This design comes from an exercise in tuning for small area, a short achievable clock period and few clock cycles on the open sky130 flow, not from production work. RTL that was checked went through simulation tests only; none was proved equivalent to the original.

==> inputs of 03-22 <==
// freqcalccore_v1_0_S00_AXI
module freqcalccore_v1_0_S00_AXI #
	(
		parameter integer FHT_B = 7,
		parameter integer FHT_N = 2 ** FHT_B,
		parameter IDLE = 3'b000,
		parameter PRELOAD = 3'b001,
		parameter PREMULT_1 = 3'b010,
		parameter PREMULT_2 = 3'b011,
		parameter ACCUMULATION = 3'b100,
		parameter SQUARING = 3'b101,
		parameter CONVERSION = 3'b110,
		parameter FIND_MAX = 3'b111,
		parameter integer PDM_DIV = 2,
		parameter integer SAMPLE_DIV = 256,
		parameter integer C_S_AXI_DATA_WIDTH	= 32,
		parameter integer C_S_AXI_ADDR_WIDTH	= 4
	)
	(
		input wire pdm_data,
		output wire pdm_clk,
		output wire pdm_lrsel,
		output wire led0,
		output wire led1,
		input wire  S_AXI_ACLK,
		input wire  S_AXI_ARESETN,
		input wire [C_S_AXI_ADDR_WIDTH-1 : 0] S_AXI_AWADDR,
		input wire [2 : 0] S_AXI_AWPROT,
		input wire  S_AXI_AWVALID,
		output wire  S_AXI_AWREADY,
		input wire [C_S_AXI_DATA_WIDTH-1 : 0] S_AXI_WDATA,
		input wire [(C_S_AXI_DATA_WIDTH/8)-1 : 0] S_AXI_WSTRB,
		input wire  S_AXI_WVALID,
		output wire  S_AXI_WREADY,
		output wire [1 : 0] S_AXI_BRESP,
		output wire  S_AXI_BVALID,
		input wire  S_AXI_BREADY,
		input wire [C_S_AXI_ADDR_WIDTH-1 : 0] S_AXI_ARADDR,
		input wire [2 : 0] S_AXI_ARPROT,
		input wire  S_AXI_ARVALID,
		output wire  S_AXI_ARREADY,
		output wire [C_S_AXI_DATA_WIDTH-1 : 0] S_AXI_RDATA,
		output wire [1 : 0] S_AXI_RRESP,
		output wire  S_AXI_RVALID,
  ...
clock: 12.0 ns
lec_check: 0
abc_area: 1
cap_margin: 20
core_margin: 2
core_utilization: 50
cts_buf_list: sky130_fd_sc_hd__clkbuf_8
place_density: 0.75
slew_margin: 20
standard.sh (not shown) runs the stock make flow with config.mk's settings and CLKGATE_MAP_FILE= SYNTH_SCRIPT=/design/flow/synth_recipe.tcl, a recipe that flattens the netlist after the stock synthesis.
==> flow/flow/run.sh <==
#!/bin/bash
# Own layout flow: the standard flow (standard.sh, unchanged synthesis), with repair_timing
# aiming at a tighter setup margin so that the layout's reg-to-reg and port paths come out
# shorter; clock tree synthesis with larger sink clusters and without dummy balancing loads;
# and the port buffers (every port still gets one) made of buf_2 cells.  The clock period and
# the constraints are the design's (constraint.sdc).
set -euo pipefail
MARGIN=$(cat flow/margin.txt 2>/dev/null || echo 6)
CTS="-sink_clustering_enable -repair_clock_nets -dont_use_dummy_load -sink_clustering_size 10 -sink_clustering_max_diameter 45 -sink_clustering_buffer sky130_fd_sc_hd__clkbuf_4 -buf_list sky130_fd_sc_hd__clkbuf_4 sky130_fd_sc_hd__clkbuf_8"
bash standard.sh SETUP_SLACK_MARGIN=$MARGIN TNS_END_PERCENT=100 "CTS_ARGS=$CTS" "BUFFER_PORTS_ARGS=-buffer_cell sky130_fd_sc_hd__buf_2" finish > standard_make.log 2>&1
==> flow/flow/margin.txt <==
6.95
==> 01-07: changes against 03-22 <==
==> flow/flow/run.sh (replaced) <==
#!/bin/bash
# Own layout flow: the standard flow (standard.sh, unchanged synthesis), with repair_timing
# aiming at a tighter setup margin so that the layout's reg-to-reg and port paths come out
# shorter; clock tree synthesis with larger sink clusters and without dummy balancing loads;
# and the port buffers (every port still gets one) made of buf_2 cells.  The clock period and
# the constraints are the design's (constraint.sdc).
set -euo pipefail
MARGIN=$(cat flow/margin.txt 2>/dev/null || echo 6)
CTS="-sink_clustering_enable -repair_clock_nets -dont_use_dummy_load -sink_clustering_size 10 -sink_clustering_max_diameter 45 -sink_clustering_buffer sky130_fd_sc_hd__clkbuf_4 -buf_list {sky130_fd_sc_hd__clkbuf_4 sky130_fd_sc_hd__clkbuf_8}"
bash standard.sh SETUP_SLACK_MARGIN=$MARGIN TNS_END_PERCENT=100 "CTS_ARGS=$CTS" "BUFFER_PORTS_ARGS=-buffer_cell sky130_fd_sc_hd__buf_2" finish > standard_make.log 2>&1
==> 06-20: changes against 03-22 <==
--- a/flow/design.v
+++ b/flow/design.v
@@ -154,16 +154,16 @@
             end else begin : g_sh
                 always @(posedge clk)
                     ring[6*gq +: 6] <= ring[6*((gq + 127) % 128) +: 6];
             end
         end
     endgenerate
     localparam [167:0] TPL = 168'hddafd77cdcf17fbcf2d576a908805b2c4988d4e14f;
-    localparam [95:0] REG3 = 96'hecfb7ab642058139a89dcefd;
-    localparam [23:0] FIRSTR3 = 24'he200e1;
+    localparam [95:0] REG2 = 96'hefdecfb7ab642058139a89dc;
+    localparam [23:0] FIRSTR2 = 24'h3c401c;
     reg run_i;
     reg [4:0] s_i;
     reg [3:0] d_i;
     wire [6:0] ptr3 = ptr + 7'd3;
     wire go = ~run_i & ~pending & ~clr & (cnt >= 8'd14) & (cnt <= 8'd40) & (ptr3[2:0] == 3'd0);
     wire wrap_i = (s_i == 5'd23);
     wire last_i = (d_i == 4'd9) & (s_i == 5'd9);
@@ -246,34 +246,48 @@
                 always @(posedge clk)
                     t_r[3*(gu+4*gk) +: 3] <= {1'b0, fa} ^ {3{ng}};    
             end
         end
     endgenerate
     reg it_s0, it_s1, it_e1, it_e2, it_e3;
     reg run_s0, run_s1, run_e1;
+    reg go_s0, go_s1;
+    reg [4:0] s_e1;
+    reg [3:0] d_e1;
     always @(posedge clk) begin
         if (!rstn) begin
             it_s0 <= 1'b0; it_s1 <= 1'b0; it_e1 <= 1'b0; it_e2 <= 1'b0; it_e3 <= 1'b0;
             run_s0 <= 1'b0; run_s1 <= 1'b0; run_e1 <= 1'b0;
+            go_s0 <= 1'b0; go_s1 <= 1'b0;
         end else begin
             it_s0 <= item_n; it_s1 <= it_s0; it_e1 <= it_s1; it_e2 <= it_e1; it_e3 <= it_e2;
             run_s0 <= run_i | go; run_s1 <= run_s0; run_e1 <= run_s1;
+            go_s0 <= go; go_s1 <= go_s0;
+        end
+        if (go_s1) begin
+            s_e1 <= 5'd0;
+            d_e1 <= 4'd0;
+        end else if (s_e1 == 5'd23) begin
+            s_e1 <= 5'd0;
+            d_e1 <= d_e1 + 4'd1;
+        end else begin
+            s_e1 <= s_e1 + 5'd1;
         end
     end
     integer i;
     reg signed [6:0] vsum;
     always @(*) begin
         vsum = 7'sd0;
         for (i = 0; i < 16; i = i + 1)
             vsum = vsum + {{4{t_r[3*i+2]}}, t_r[3*i +: 3]} + {6'd0, t_r[3*i+2]};
     end
     reg signed [6:0] vsum_r;
     always @(posedge clk) vsum_r <= vsum;
-    wire [3:0] rg3 = REG3[4*s_i +: 4];
-    wire first3 = FIRSTR3[s_i];
+    wire [3:0] rg3 = REG2[4*s_e1 +: 4];
+    wire first3 = FIRSTR2[s_e1];
     wire signed [7:0] vx = {vsum_r[6], vsum_r};
     reg signed [6:0] iu0, iu4, iw0, iw4, itb2, itb6, itc2, itc6;
     reg signed [7:0] pb, qb, pm, qm, pc, qc, pd, qd;
     reg signed [7:0] acc_in;
     always @(*) begin
         case (rg3[2:0])
             3'd0: acc_in = pb;
@@ -306,65 +320,53 @@
                 4'd13: qc <= acc_out;
                 4'd14: pd <= acc_out;
                 default: qd <= acc_out;
             endcase
         end
     end
     reg signed [8:0] c_o1, c_o33, c_t2c, c_o17, c_t2b, c_o113;
-    reg signed [7:0] ca, cb;
-    reg csub;
-    always @(*) begin
-        case (s_i)
-            5'd21:  begin ca = pm; cb = qm; csub = 1'b0; end
-            5'd3: begin ca = pb; cb = qb; csub = 1'b1; end
-            5'd23: begin ca = {itc2[6], itc2}; cb = {itc6[6], itc6}; csub = 1'b1; end
-            5'd5: begin ca = pc; cb = qc; csub = 1'b0; end
-            5'd9: begin ca = {itb2[6], itb2}; cb = {itb6[6], itb6}; csub = 1'b1; end
-            default:   begin ca = pd; cb = qd; csub = 1'b1; end
-        endcase
-    end
-    wire [8:0] cv = {ca[7], ca} + ({cb[7], cb} ^ {9{csub}}) + {8'd0, csub};
     always @(posedge clk) begin
         if (run_e1) begin
-            if (s_i == 5'd21) c_o1 <= cv;
-            if (s_i == 5'd3) c_o33 <= cv;
-            if (s_i == 5'd23) c_t2c <= cv;
-            if (s_i == 5'd5) c_o17 <= cv;
-            if (s_i == 5'd9) c_t2b <= cv;
-            if (s_i == 5'd10) c_o113 <= cv;
+            if (s_e1 == 5'd18) c_o1 <= pm + qm;
+            if (s_e1 == 5'd20) c_o33 <= pb - qb;
+            if (s_e1 == 5'd20) c_t2c <= itc2 - itc6;
+            if (s_e1 == 5'd2) c_o17 <= pc + qc;
+            if (s_e1 == 5'd6) c_t2b <= itb2 - itb6;
+            if (s_e1 == 5'd6) c_o113 <= pd - qd;
         end
     end
     reg [2:0] pp_n;
     always @(*) begin
-        case (s_i)
-            5'd15: pp_n = 3'd1;
-            5'd20: pp_n = 3'd2;
-            5'd22: pp_n = 3'd3;
-            5'd2: pp_n = 3'd4;
-            5'd4: pp_n = 3'd5;
-            5'd6: pp_n = 3'd6;
-            5'd8: pp_n = 3'd7;
+        case (s_e1)
+            5'd12: pp_n = 3'd1;
+            5'd17: pp_n = 3'd2;
+            5'd19: pp_n = 3'd3;
+            5'd23: pp_n = 3'd4;
+            5'd1: pp_n = 3'd5;
+            5'd3: pp_n = 3'd6;
+            5'd5: pp_n = 3'd7;
             default: pp_n = 3'd0;
         endcase
     end
-    wire [3:0] own = pp_n[2] ? (d_i - 4'd1) : d_i;    
+    wire [3:0] d_nx = (s_e1 == 5'd23) ? d_e1 + 4'd1 : d_e1;
+    wire [3:0] own = pp_n[2] ? (d_nx - 4'd1) : d_nx;    
     wire [5:0] b6 = {2'd0, own};
     reg [5:0] k_n;
     always @(*) begin
         case (pp_n)
             3'd1: k_n = 6'd0 - b6;
             3'd2: k_n = b6 + 6'd31;
             3'd3: k_n = 6'd32 - b6;
             3'd4: k_n = b6 + 6'd47;
             3'd5: k_n = 6'd16 - b6;
             3'd6: k_n = b6 + 6'd15;
             default: k_n = 6'd48 - b6;
         endcase
     end
-    wire v_n = run_s1 & (pp_n != 3'd0) & (own >= ((pp_n == 3'd1) ? 4'd2 : 4'd1)) & (own <= 4'd8);
+    wire v_n = run_s1 & ~go_s1 & (pp_n != 3'd0) & (own >= ((pp_n == 3'd1) ? 4'd2 : 4'd1)) & (own <= 4'd8);
     reg [2:0] pp;
     reg pair_e1;
     reg [5:0] k_p;
     always @(posedge clk) begin
         if (!rstn) begin
             pp <= 3'd0;
             pair_e1 <= 1'b0;
==> flow/flow/run.sh (replaced) <==
#!/bin/bash
# Own layout flow: the standard flow (standard.sh, unchanged synthesis), with repair_timing
# aiming at a tighter setup margin so that the layout's reg-to-reg and port paths come out
# shorter; clock tree synthesis with larger sink clusters and without dummy balancing loads;
# and the port buffers (every port still gets one) made of buf_2 cells.  The clock period and
# the constraints are the design's (constraint.sdc).
set -euo pipefail
MARGIN=$(cat flow/margin.txt 2>/dev/null || echo 6)
CTS="-sink_clustering_enable -repair_clock_nets -dont_use_dummy_load -sink_clustering_size 18 -sink_clustering_max_diameter 60 -buf_list sky130_fd_sc_hd__clkbuf_8"
bash standard.sh SETUP_SLACK_MARGIN=$MARGIN TNS_END_PERCENT=100 "CTS_ARGS=$CTS" "BUFFER_PORTS_ARGS=-buffer_cell sky130_fd_sc_hd__buf_2" finish > standard_make.log 2>&1
==> flow/flow/margin.txt (replaced) <==
6.8
==> impl_metrics.ini <==
[outcome]
outcome = aborted with a tool error
stop_stage = 4_1_cts
error_message = [ERROR STA-0564] clock_tree_synthesis positional arguments not supported.

[placed_design]
place_inst = 7584
pre_cts_ws_ns = 5.11
hpwlAfterDp_mm = 107

[synthesis]
synth_mux_area_frac = 0.0189

[die]
die_w_um = 347
die_h_um = 347
# the run above: 03-22

==> impl_metrics.ini <==
[outcome]
outcome = no timing/DRC/antenna violations

[cells_and_area]
final_layout_size_suffix_gt1_frac = 0.0810
ff_latch_area_um2 = 29400
top_area_cell_class = sequential cells

[timing]
fmax_ghz = 0.199

[synthesis]
synth-adder-area-share = 0.159
synth_mux_area_frac = 0.0189

[worst_setup_path]
r2r_slack_ns = 7.14
crit_fanout = 2
worstSetupEndpointType = output pin

[routing]
wl_met2_mm = 63.7

[placed_design]
hpwlAfterDp_mm = 107
place_inst = 7584

[pwr]
p_clk_uw = 2050

[die]
die_h_um = 347
die_w_um = 347
tap-cell-count = 1524
# the run above: 01-07

==> impl_metrics.ini <==
[grt]
grt_pass1_wl_mm = 214
grt_pass1_vias = 39288
grt_start_max_net_pins = 75

[pwr]
maxPowerGroup = combinational cells
p_total_uw = 13200
clockPowerShare = 0.154

[synthesis]
synth.area.top_cells = dfxtp_1 (34%), edfxtp_1 (15%), ha_1 (11%)
synth_mux_area_frac = 0.0188

[cells_and_area]
multi_input_cells = 3827
top_area_cell_class = sequential cells

[die]
die_w_um = 350
die_h_um = 350

[timing]
finClkSkew_ns = 0.0950

[clock_network]
cts_tree = done

[placed_design]
pre_cts_ws_ns = 5.83
place_inst = 7781
hpwlAfterDp_mm = 107

[worst_setup_path]
slowest_stage = buf_2

[outcome]
outcome = no timing/DRC/antenna violations
# the run above: 06-20

Testbench counts of 03-22, summed over its fixed seeds: cycles 180.
Testbench counts of 01-07, summed over its fixed seeds: cycles 180.
Function not checked in 06-20: the RTL went through the layout flow alone.

==> afterwards: timing with drivers on the ports <==
In the flow no input, the clock included, has a driving cell. The finished layouts below were timed again as built, in two steps.
Step 1, drivers: a clkbuf_16 drives S_AXI_ACLK and a buf_2 each remaining input, both assumed.
Step 2 adds t to the input delays and takes it off the output delays; t is the mean of the earliest and latest rising clock arrival at the registers after step 1. Input paths then give back, and output paths get back, about the clock's delay inside the block.
Slacks: no drivers / after step 1 / after step 2; pairs: no drivers / after step 1.
run	t (ns)	setup slack, ns	worst setup path after step 2	slew at the worst register clock pin (ns)
01-07	0.929	6.981 / 6.948 / 6.948	input to output	0.11 / 0.11
06-20	0.832	6.952 / 6.929 / 6.929	input to output	0.11 / 0.11
After both steps setup and hold are still met in every run listed. The setup slack of 01-07, which loses most, moves by -0.033 ns with the drivers and by -0.033 ns with both steps.
